From an optimization exercise on the open Yosys and OpenROAD flow, aimed at small area; shortcuts taken in it are not production practice.
The RTL was checked by simulation tests, not by an equivalence proof against the original design.
The clock input has no modelled driver; a real chip could not lean on it and would need a root buffer or a full tree.
Power and IR drop assume default switching activity.

==> 05-20 <==
## rgb_fpga
module rgb_fpga(
    input clk,               
    input rst_n,
    output lcd_reset,
    output lcd_bl,
    output vs,
    output hs,
    output den,
    output [23:0] rgb,
    input btn_next_img
);
clock: 12.0 ns
lec_check: 0
abc_area: 1
cap_margin: 20
core_margin: 2
core_utilization: 70
slew_margin: 20
standard.sh (not shown) runs the stock make flow with config.mk's settings and CLKGATE_MAP_FILE= SYNTH_SCRIPT=/design/flow/synth_recipe.tcl, a recipe that flattens the netlist after the stock synthesis.
==> flow/flow/run.sh <==
#!/bin/bash
# Own layout flow: the standard ORFS flow with
#  - a stronger ABC area script for the combinational logic (registers are
#    mapped by the standard synthesis steps, unchanged),
#  - the smallest buffer on each input and output port,
#  - CTS without dummy loads and with small clock buffers.
# Each tool's output goes to the ORFS logs under orfs/logs and to the log
# files written here.
set -euo pipefail
W=$(pwd)
F=$W/flow
export MY_ABC_SCRIPT=$F/abc_area.script
make -C "$FLOW_HOME" DESIGN_CONFIG=$W/config.mk WORK_HOME=$W/orfs CLKGATE_MAP_FILE= \
  SYNTH_SCRIPT=$F/synth.tcl \
  "BUFFER_PORTS_ARGS=-buffer_cell sky130_fd_sc_hd__buf_1" \
  "CTS_ARGS=-sink_clustering_enable -repair_clock_nets -dont_use_dummy_load -buf_list sky130_fd_sc_hd__clkbuf_8" \
  finish > $W/make_finish.log 2>&1
R=$W/orfs/results/$FLOW_PLATFORM/rgb_fpga/base
: # left out here: write the final layout as DEF
==> flow/flow/abc_area.script <==
strash
&get -n
&fraig -x
&put
scorr
dc2
strash
&get -n
&dch -f
&nf -a -R 1000
&put
==> flow/flow/synth.tcl <==
# The standard synthesis script, with ABC run on a stronger area script.
proc synth {args} { yosys synth -nofsm -noshare {*}$args }
proc abc {args} {
  set i [lsearch -exact $args -script]
  if { $i >= 0 } { lset args [expr { $i + 1 }] $::env(MY_ABC_SCRIPT) }
  yosys abc {*}$args
}
source $::env(SCRIPTS_DIR)/synth.tcl
# left out here: clear keep_hierarchy, flatten, clean up, hide names made inside functions, write 1_2_yosys.v
==> 08-27 (differences from 05-20) <==
==> flow/flow/abc_area.script (replaced) <==
strash
dc2
balance -l
resub -K 6 -l
rewrite -l
resub -K 6 -N 2 -l
refactor -l
resub -K 8 -l
balance -l
resub -K 8 -N 2 -l
rewrite -l
resub -K 10 -l
rewrite -z -l
resub -K 10 -N 2 -l
balance -l
resub -K 12 -l
refactor -z -l
resub -K 12 -N 2 -l
rewrite -z -l
balance -l
dch -f
amap -m
--- a/flow/flow/synth.tcl
+++ b/flow/flow/synth.tcl
@@ -5,5 +5,7 @@
   if { $i >= 0 } { lset args [expr { $i + 1 }] $::env(MY_ABC_SCRIPT) }
   yosys abc {*}$args
 }
+# Leave adders to ABC rather than mapping them to half and full adder cells.
+set ::env(ADDER_MAP_FILE) ""
 source $::env(SCRIPTS_DIR)/synth.tcl
 # left out here: clear keep_hierarchy, flatten, clean up, hide names made inside functions, write 1_2_yosys.v
--- a/flow/config.mk
+++ b/flow/config.mk
@@ -8,5 +8,5 @@
 export ABC_AREA = 1
 export CAP_MARGIN = 20
 export CORE_MARGIN = 2
-export CORE_UTILIZATION = 70
+export CORE_UTILIZATION = 50
 export SLEW_MARGIN = 20
==> qor summary <==
Area of the core: 05-20 3606 um2; 08-27 4324 um2
Data arrival time of the critical path: 05-20 3.85 ns; 08-27 3.64 ns
Largest contributor to cell area by class: 05-20 multi-input combinational cells; 08-27 flip-flops and latches
Fraction of standard cell area in multi-input logic: 05-20 44.89%; 08-27 34.10%
Routed wire length: 05-20 4.478 mm; 08-27 4.029 mm
Pwr per Cell Area: 05-20 93.24 nW/um2; 08-27 107.6 nW/um2
Non-Filler Cell Area, Final: 05-20 2704 um2; 08-27 2337 um2
Ratio of cells with drive above 1 in the final layout: 05-20 9.756%; 08-27 9.926%
Comb pwr share: 05-20 2.8%; 08-27 2.7%
Met1 WL: 05-20 2.092 mm; 08-27 2.102 mm
Layout area overhead: 05-20 3.994%; 08-27 4.533%
Clock group total power: 05-20 0.0831 mW; 08-27 0.0832 mW
Gate count of the mapped netlist: 05-20 271; 08-27 257
Share of final layout cell area taken by clock buffers and inverters: 05-20 2.545%; 08-27 2.944%
Startpoint of the most critical register-to-register path: 05-20 lcd_driver.q[0]; 08-27 lcd_driver.q[1]
Maximum clock frequency: 05-20 0.1600 GHz; 08-27 0.1655 GHz
Vias in the first global route: 05-20 1723; 08-27 1607
Worst setup slack after layout: 05-20 5.751 ns; 08-27 5.957 ns
Routed wire length on met2: 05-20 2.103 mm; 08-27 1.708 mm
Mapped cell area: 05-20 2600 um2; 08-27 2236 um2
Count of multi-input gates: 05-20 189; 08-27 161
Fin crit share: 05-20 52.07%; 08-27 50.36%
Worst reg2reg path endpoint: 05-20 lcd_driver.yl[6]; 08-27 lcd_driver.yh[3]
Run status: 05-20 complete, no violations; 08-27 complete, no violations
Vias per inst: 05-20 5.594; 08-27 5.231

* * *

==> run a: inputs <==
Starting RTL as in the previous note.
==> module LcdDriver, before the edit <==
module LcdDriver(
    input pclk,
    input rst_n,
    output hs,
    output vs,
    output act,            
    output [3:0] xq,
    output [5:0] xr,
    output [3:0] yb,
    output [6:0] ylo
);
reg [3:0] q;
reg [5:0] r;
reg       yw;
reg [3:0] yh;
reg [6:0] yl;
wire blk15  = &q;
wire x_wrap = r[5] & r[0] & (blk15 ? (r[3] & r[2]) : r[4]);
wire yh_last = yh[3];                          
wire y_long = yw & (yh[3] | yh[2]);            
wire y_wrap = yl[6] & yl[5] & yl[1] & yl[0] & (~y_long | yl[3]);
always @(posedge pclk or negedge rst_n) begin
    if (!rst_n) begin
        q  <= 4'd15;
        r  <= 6'd39;
        yw <= 1'b1;
        yh <= 4'd8;
        yl <= 7'd101;
    end else if (x_wrap) begin
        r <= 6'd0;
        q <= q + 4'd1;
        if (blk15) begin
            if (y_wrap) begin
                yl <= 7'd0;
                if (yh_last) begin
                    yh <= 4'd0;
                    yw <= ~yw;
                end else begin
                    yh <= yh + 4'd1;
                end
            end else begin
                yl <= yl + 7'd1;
            end
        end
    end else begin
        r <= r + 6'd1;
    end
end
wire tail = blk15 & (r >= 6'd40);
assign hs = ~(blk15 & (r >= 6'd40) & (r <= 6'd42));
wire last_blk = yw & yh_last;
assign vs = ~(last_blk & ((yl == 7'd102) | (yl == 7'd103) |
                          (yl == 7'd104 & ~tail) | (yl == 7'd101 & tail)));
wire x_act = ~blk15;
wire y_act = ~yw | ~(yh[3] | yh[2]) | (yh == 4'd4 & yl < 7'd34);
assign act = x_act & y_act;
assign xq  = q;
assign xr  = r;
assign yb  = yh;
assign ylo = yl;
endmodule
clock: 12.0 ns
lec_check: 0
abc_area: 1
cap_margin: 20
core_margin: 2
core_utilization: 50
slew_margin: 20
==> flow/flow/run.sh <==
#!/bin/bash
# Own layout flow: the standard ORFS flow (the standard flow's config.mk) with
#  - synthesis as the standard script, except that adders are left to ABC
#    and ABC maps the combinational logic with an area script
#    (flow/abc_area.script); registers are mapped by the standard steps,
#  - the smallest buffer (buf_1) on each input and output port,
set -euo pipefail
W=$(pwd)
F=$W/flow
export MY_ABC_SCRIPT=$F/abc_area.script
make -C "$FLOW_HOME" DESIGN_CONFIG=$W/config.mk WORK_HOME=$W/orfs CLKGATE_MAP_FILE= \
  SYNTH_SCRIPT=$F/synth.tcl POST_CTS_TCL=$F/post_cts.tcl \
  "BUFFER_PORTS_ARGS=-buffer_cell sky130_fd_sc_hd__buf_1" \
  "CTS_ARGS=-sink_clustering_enable -repair_clock_nets -dont_use_dummy_load -buf_list sky130_fd_sc_hd__clkbuf_4" \
  finish > $W/make_finish.log 2>&1
R=$W/orfs/results/$FLOW_PLATFORM/rgb_fpga/base
: # left out here: write the final layout as DEF
==> flow/flow/abc_area.script <==
strash
dc2
balance -l
resub -K 6 -l
rewrite -l
resub -K 6 -N 2 -l
refactor -l
resub -K 8 -l
balance -l
resub -K 8 -N 2 -l
rewrite -l
resub -K 10 -l
rewrite -z -l
resub -K 10 -N 2 -l
balance -l
resub -K 12 -l
refactor -z -l
resub -K 12 -N 2 -l
rewrite -z -l
balance -l
dch -f
amap -m
==> flow/flow/post_cts.tcl <==
set block [ord::get_db_block]
set clk_net [$block findNet clk]
set root ""
foreach it [$clk_net getITerms] {
  if { [$it getIoType] == "INPUT" } { set root [$it getInst] }
}
if { $root == "" } { error "no clock root buffer found" }
set root_net [[$root findITerm X] getNet]
set leaves {}
foreach it [$root_net getITerms] {
  if { [$it getIoType] == "INPUT" } { lappend leaves $it }
}
if { [llength $leaves] > 4 } { error "root drives [llength $leaves] pins" }
foreach it $leaves {
  $it disconnect
  $it connect $clk_net
}
puts "post_cts: removed root [$root getName]; clock port drives [llength $leaves] leaf buffers"
odb::dbInst_destroy $root
odb::dbNet_destroy $root_net
# One tie cell drives both constant outputs (conb_1 has a HI and a LO pin).
set ties {}
foreach inst [$block getInsts] {
  if { [[$inst getMaster] getName] == "sky130_fd_sc_hd__conb_1" } { lappend ties $inst }
}
if { [llength $ties] == 2 } {
  set keep [lindex $ties 0]
  set drop [lindex $ties 1]
  foreach pin {HI LO} {
    set dn [[$drop findITerm $pin] getNet]
    if { $dn != "NULL" } {
      set kn [[$keep findITerm $pin] getNet]
      if { $kn != "NULL" } { error "tie cells: both drive $pin" }
      [$drop findITerm $pin] disconnect
      [$keep findITerm $pin] connect $dn
    }
  }
  puts "post_cts: merged tie cell [$drop getName] into [$keep getName]"
  odb::dbInst_destroy $drop
}
detailed_placement
estimate_parasitics -placement
set slew_target 0.122
set up_master [[ord::get_db] findMaster sky130_fd_sc_hd__clkbuf_8]
foreach it $leaves {
  set leaf [$it getInst]
  set out [[$leaf findITerm X] getNet]
  set worst 0.0
  foreach sit [$out getITerms] {
    if { [$sit getIoType] != "INPUT" } { continue }
    set pin [get_pins "[[$sit getInst] getName]/[[$sit getMTerm] getName]"]
    set s [get_property $pin slew_max]
    if { $s > $worst } { set worst $s }
  }
  puts "post_cts: leaf [$leaf getName] ([[$leaf getMaster] getName]) worst sink slew $worst"
  if { $worst > $slew_target } {
    $leaf swapMaster $up_master
    puts "post_cts: upsized [$leaf getName] to [$up_master getName]"
  }
}
detailed_placement
check_placement -verbose
estimate_parasitics -placement
report_clock_skew
==> flow/flow/synth.tcl <==
# The standard synthesis script, with ABC run on a stronger area script.
proc synth {args} { yosys synth -nofsm -noshare {*}$args }
proc abc {args} {
  set i [lsearch -exact $args -script]
  if { $i >= 0 } { lset args [expr { $i + 1 }] $::env(MY_ABC_SCRIPT) }
  yosys abc {*}$args
}
# Leave adders to ABC rather than mapping them to half and full adder cells.
set ::env(ADDER_MAP_FILE) ""
source $::env(SCRIPTS_DIR)/synth.tcl
# left out here: clear keep_hierarchy, flatten, clean up, hide names made inside functions, write 1_2_yosys.v
==> run b: changes against run a <==
==> flow/flow/run.sh (replaced) <==
#!/bin/bash
# Own layout flow: the standard ORFS flow with
#  - a stronger ABC area script for the combinational logic (registers are
#    mapped by the standard synthesis steps, unchanged),
#  - the smallest buffer on each input and output port,
#  - CTS without dummy loads and with small clock buffers.
# Each tool's output goes to the ORFS logs under orfs/logs and to the log
# files written here.
set -euo pipefail
W=$(pwd)
F=$W/flow
export MY_ABC_SCRIPT=$F/abc_area.script
export MY_CLK_ROOT_BUF=sky130_fd_sc_hd__clkbuf_16
make -C "$FLOW_HOME" DESIGN_CONFIG=$W/config.mk WORK_HOME=$W/orfs CLKGATE_MAP_FILE= \
  SYNTH_SCRIPT=$F/synth.tcl \
  "BUFFER_PORTS_ARGS=-buffer_cell sky130_fd_sc_hd__buf_1" \
  "CTS_ARGS=-sink_clustering_enable -repair_clock_nets -dont_use_dummy_load -buf_list sky130_fd_sc_hd__clkbuf_8" \
  finish > $W/make_finish.log 2>&1
R=$W/orfs/results/$FLOW_PLATFORM/rgb_fpga/base
: # left out here: write the final layout as DEF
==> flow/flow/post_cts.tcl (replaced) <==
# Replace the clock tree CTS built (a root buffer and a level of leaf
# buffers) by a single buffer that drives every register clock pin.
set block [ord::get_db_block]
set clk_net [$block findNet clk]
set root ""
foreach it [$clk_net getITerms] {
  if { [$it getIoType] == "INPUT" } { set root [$it getInst] }
}
if { $root == "" } { error "no clock root buffer found" }
set root_net [[$root findITerm X] getNet]
set leaves {}
foreach it [$root_net getITerms] {
  if { [$it getIoType] == "INPUT" } {
    set inst [$it getInst]
    if { [string match "*clkbuf*" [[$inst getMaster] getName]] } { lappend leaves $inst }
  }
}
puts "post_cts: root [$root getName], [llength $leaves] leaf buffers"
foreach leaf $leaves {
  set lnet [[$leaf findITerm X] getNet]
  set sinks {}
  foreach sit [$lnet getITerms] {
    if { [$sit getInst] != $leaf } { lappend sinks $sit }
  }
  foreach sit $sinks {
    $sit disconnect
    $sit connect $root_net
  }
  odb::dbInst_destroy $leaf
  odb::dbNet_destroy $lnet
}
set m [[ord::get_db] findMaster $::env(MY_CLK_ROOT_BUF)]
$root swapMaster $m
puts "post_cts: root is now [[$root getMaster] getName] driving [llength [$root_net getITerms]] pins"
detailed_placement
check_placement -verbose
estimate_parasitics -placement
report_clock_skew
==> run c: changes against run a <==
--- a/flow/design.v
+++ b/flow/design.v
@@ -42,6 +42,7 @@
 wire yh_last = yh[3];                          
 wire y_long = yw & (yh[3] | yh[2]);            
 wire y_wrap = yl[6] & yl[5] & yl[1] & yl[0] & (~y_long | yl[3]);
+wire line_end = blk15 & r[5] & r[2] & r[1] & r[0];
 always @(posedge pclk or negedge rst_n) begin
     if (!rst_n) begin
         q  <= 4'd15;
@@ -49,10 +50,14 @@
         yw <= 1'b1;
         yh <= 4'd8;
         yl <= 7'd101;
-    end else if (x_wrap) begin
-        r <= 6'd0;
-        q <= q + 4'd1;
-        if (blk15) begin
+    end else begin
+        if (x_wrap) begin
+            r <= 6'd0;
+            q <= q + 4'd1;
+        end else begin
+            r <= r + 6'd1;
+        end
+        if (line_end) begin
             if (y_wrap) begin
                 yl <= 7'd0;
                 if (yh_last) begin
@@ -65,15 +70,11 @@
                 yl <= yl + 7'd1;
             end
         end
-    end else begin
-        r <= r + 6'd1;
     end
 end
-wire tail = blk15 & (r >= 6'd40);
 assign hs = ~(blk15 & (r >= 6'd40) & (r <= 6'd42));
 wire last_blk = yw & yh_last;
-assign vs = ~(last_blk & ((yl == 7'd102) | (yl == 7'd103) |
-                          (yl == 7'd104 & ~tail) | (yl == 7'd101 & tail)));
+assign vs = ~(last_blk & (yl >= 7'd102) & (yl <= 7'd104));
 wire x_act = ~blk15;
 wire y_act = ~yw | ~(yh[3] | yh[2]) | (yh == 4'd4 & yl < 7'd34);
 assign act = x_act & y_act;
==> flow/flow/run.sh (replaced) <==
#!/bin/bash
# Own layout flow: the standard ORFS flow (the standard flow's config.mk) with
#  - synthesis as the standard script, except that adders are left to ABC
#    and ABC maps the combinational logic with several area scripts
#    (flow/abc*.script), keeping the smallest result; registers are mapped by
#    the standard steps before ABC,
#  - the smallest buffer (buf_1) on each input and output port,
set -euo pipefail
W=$(pwd)
F=$W/flow
export MY_FLOW_DIR=$F
make -C "$FLOW_HOME" DESIGN_CONFIG=$W/config.mk WORK_HOME=$W/orfs CLKGATE_MAP_FILE= \
  SYNTH_SCRIPT=$F/synth.tcl POST_CTS_TCL=$F/post_cts.tcl \
  "BUFFER_PORTS_ARGS=-buffer_cell sky130_fd_sc_hd__buf_1" \
  "CTS_ARGS=-sink_clustering_enable -repair_clock_nets -dont_use_dummy_load -buf_list sky130_fd_sc_hd__clkbuf_4" \
  finish > $W/make_finish.log 2>&1
R=$W/orfs/results/$FLOW_PLATFORM/rgb_fpga/base
: # left out here: write the final layout as DEF
==> flow/flow/abc1.script (new file) <==
strash
dc2
balance -l
resub -K 6 -l
rewrite -l
resub -K 6 -N 2 -l
refactor -l
resub -K 8 -l
balance -l
resub -K 8 -N 2 -l
rewrite -l
resub -K 10 -l
rewrite -z -l
resub -K 10 -N 2 -l
balance -l
resub -K 12 -l
refactor -z -l
resub -K 12 -N 2 -l
rewrite -z -l
balance -l
dch -f
amap -m
==> flow/flow/abc2.script (new file) <==
strash
dc2
balance -l
resub -K 6 -l
rewrite -l
resub -K 6 -N 2 -l
refactor -l
resub -K 8 -l
balance -l
resub -K 8 -N 2 -l
rewrite -l
resub -K 10 -l
rewrite -z -l
resub -K 10 -N 2 -l
balance -l
resub -K 12 -l
refactor -z -l
resub -K 12 -N 2 -l
rewrite -z -l
balance -l
balance -l
resub -K 6 -l
rewrite -l
resub -K 6 -N 2 -l
refactor -l
resub -K 8 -l
balance -l
resub -K 8 -N 2 -l
rewrite -l
resub -K 10 -l
rewrite -z -l
resub -K 10 -N 2 -l
balance -l
resub -K 12 -l
refactor -z -l
resub -K 12 -N 2 -l
rewrite -z -l
balance -l
dch -f
amap
==> flow/flow/abc3.script (new file) <==
strash
&get -n
&deepsyn -I 1 -J 20 -T 100
&put
balance -l
resub -K 6 -l
rewrite -l
resub -K 6 -N 2 -l
refactor -l
resub -K 8 -l
balance -l
resub -K 8 -N 2 -l
rewrite -l
resub -K 10 -l
rewrite -z -l
resub -K 10 -N 2 -l
balance -l
resub -K 12 -l
refactor -z -l
resub -K 12 -N 2 -l
rewrite -z -l
balance -l
dch -f
amap -m
==> flow/flow/abc4.script (new file) <==
strash
&get -n
&deepsyn -I 1 -J 20 -T 100
&put
dch -f
amap -m
==> flow/flow/abc5.script (new file) <==
strash
&get -n
&deepsyn -I 1 -J 20 -S 7 -T 100
&put
balance -l
resub -K 6 -l
rewrite -l
resub -K 6 -N 2 -l
refactor -l
resub -K 8 -l
balance -l
resub -K 8 -N 2 -l
rewrite -l
resub -K 10 -l
rewrite -z -l
resub -K 10 -N 2 -l
balance -l
resub -K 12 -l
refactor -z -l
resub -K 12 -N 2 -l
rewrite -z -l
balance -l
dch -f
amap -m
==> flow/flow/abc6.script (new file) <==
strash
&get -n
&deepsyn -I 1 -J 20 -S 3 -T 100
&put
dch -f
amap -m
==> flow/flow/synth.tcl (replaced) <==
# The standard synthesis script, with the final ABC mapping of the
# combinational logic tried with several area scripts (flow/abc*.script),
# keeping the smallest result. Registers are mapped before ABC by the
# standard steps and are not touched by it.
proc synth {args} { yosys synth -nofsm -noshare {*}$args }
proc abc {args} {
  set i [lsearch -exact $args -script]
  set l [lsearch -exact $args -liberty]
  set lib [lindex $args [expr { $l + 1 }]]
  set scripts [lsort [glob $::env(MY_FLOW_DIR)/abc*.script]]
  set stat_file $::env(RESULTS_DIR)/abc_try_stat.txt
  yosys design -save pre_abc
  set best_area ""
  set best_k -1
  set k 0
  foreach s $scripts {
    yosys design -load pre_abc
    lset args [expr { $i + 1 }] $s
    yosys abc {*}$args
    yosys tee -q -o $stat_file stat -liberty $lib
    set fh [open $stat_file r]
    set txt [read $fh]
    close $fh
    regexp {Chip area for module '[^']*': ([0-9.]+)} $txt -> area
    puts "ABC script [file tail $s]: area $area"
    yosys design -save abc_try_$k
    if { $best_area eq "" || $area < $best_area } {
      set best_area $area
      set best_k $k
    }
    incr k
  }
  puts "ABC: keeping [file tail [lindex $scripts $best_k]] (area $best_area)"
  yosys design -load abc_try_$best_k
}
# Leave adders to ABC rather than mapping them to half and full adder cells.
set ::env(ADDER_MAP_FILE) ""
source $::env(SCRIPTS_DIR)/synth.tcl
# left out here: clear keep_hierarchy, flatten, clean up, hide names made inside functions, write 1_2_yosys.v
removed: flow/flow/abc_area.script
==> comparison <==
- Run b completed with no timing, DRC or antenna violations. Run c finished clean. Run a finished clean.
- Clock power is about the same in run a and run c.
- Cell area, highest first: run b, run a, run c.
- Count of clock-buffer cells in the layout: run b is higher than run a (1).
- Wire length, lowest first: run c, run b, run a.
- Against run a, the core utilization of run b is higher by 0.69 points.
- Of run c and run b, run b has the higher global-route usage (gap 1.2 points).
==> figures <==
| metric | run c | run b | run a |
|---|---|---|---|
| Run status | complete, no violations | complete, no violations | complete, no violations |
| Share of the synthesized netlist area taken by xor and xnor gates | 0.395% | 0.392% | 0.392% |
| Synth Instances | 252 | 257 | 257 |
| Estimated wirelength of the detail-placed design | 2830 um | 3010 um | 3010 um |
| Sequential Power Share | 70.4% | 64.2% | 70.4% |
| Data arrival time of the critical path | 3040 ps | 3640 ps | 3550 ps |
| Path length in cells of the critical path | 14 | 17 | 17 |
| Proportion of synthesized chip area in sequential cells | 53.0% | 52.6% | 52.6% |
| Mean Syn Cell Area | 8.81 um^2 | 8.70 um^2 | 8.70 um^2 |
| Signal buffers share of area | 5.44% | 5.03% | 5.10% |
| Cell with the biggest individual delay on the critical path | o31ai_1 | dfstp_2 | dfstp_2 |
| Layout-stage area growth over the synthesis result | 3.55% | 4.53% | 3.19% |
| Combinational Power | 6.69 uW | 6.72 uW | 6.85 uW |

port drivers added, routing unchanged:
The flow's constraints put no driver on any port. The routed layouts listed below were extracted and timed again, unchanged, in two steps.
Step 1 assumes that a clkbuf_16 drives the clock port and a buf_2 every other input.
Step 2 also shifts input and output timing later by t, the mid clock arrival at the registers, as if the neighbouring blocks saw the same clock.
a / b / c = ideal ports / drivers / drivers and shift; a / b = the first two.
run | t, ns | setup slack, ns | hold WS [ns] | worst register clock-pin slew, ns | pins driven straight from the clock port
05-20 | 0.318 | 5.751 / 5.723 / 6.040 | 0.359 / 0.359 / 0.359 | 0.09 / 0.09 | 1
08-27 | 0.314 | 5.957 / 5.931 / 6.245 | 0.359 / 0.359 / 0.359 | 0.08 / 0.08 | 1
run a | 0.198 | 6.046 / 5.999 / 6.197 | 0.359 / 0.359 / 0.359 | 0.10 / 0.10 | 4
run b | 0.314 | 5.957 / 5.931 / 6.245 | 0.359 / 0.359 / 0.359 | 0.08 / 0.08 | 1
run c | 0.199 | 6.563 / 6.516 / 6.714 | 0.355 / 0.355 / 0.355 | 0.11 / 0.11 | 4
After both steps setup and hold are still met in every run listed.
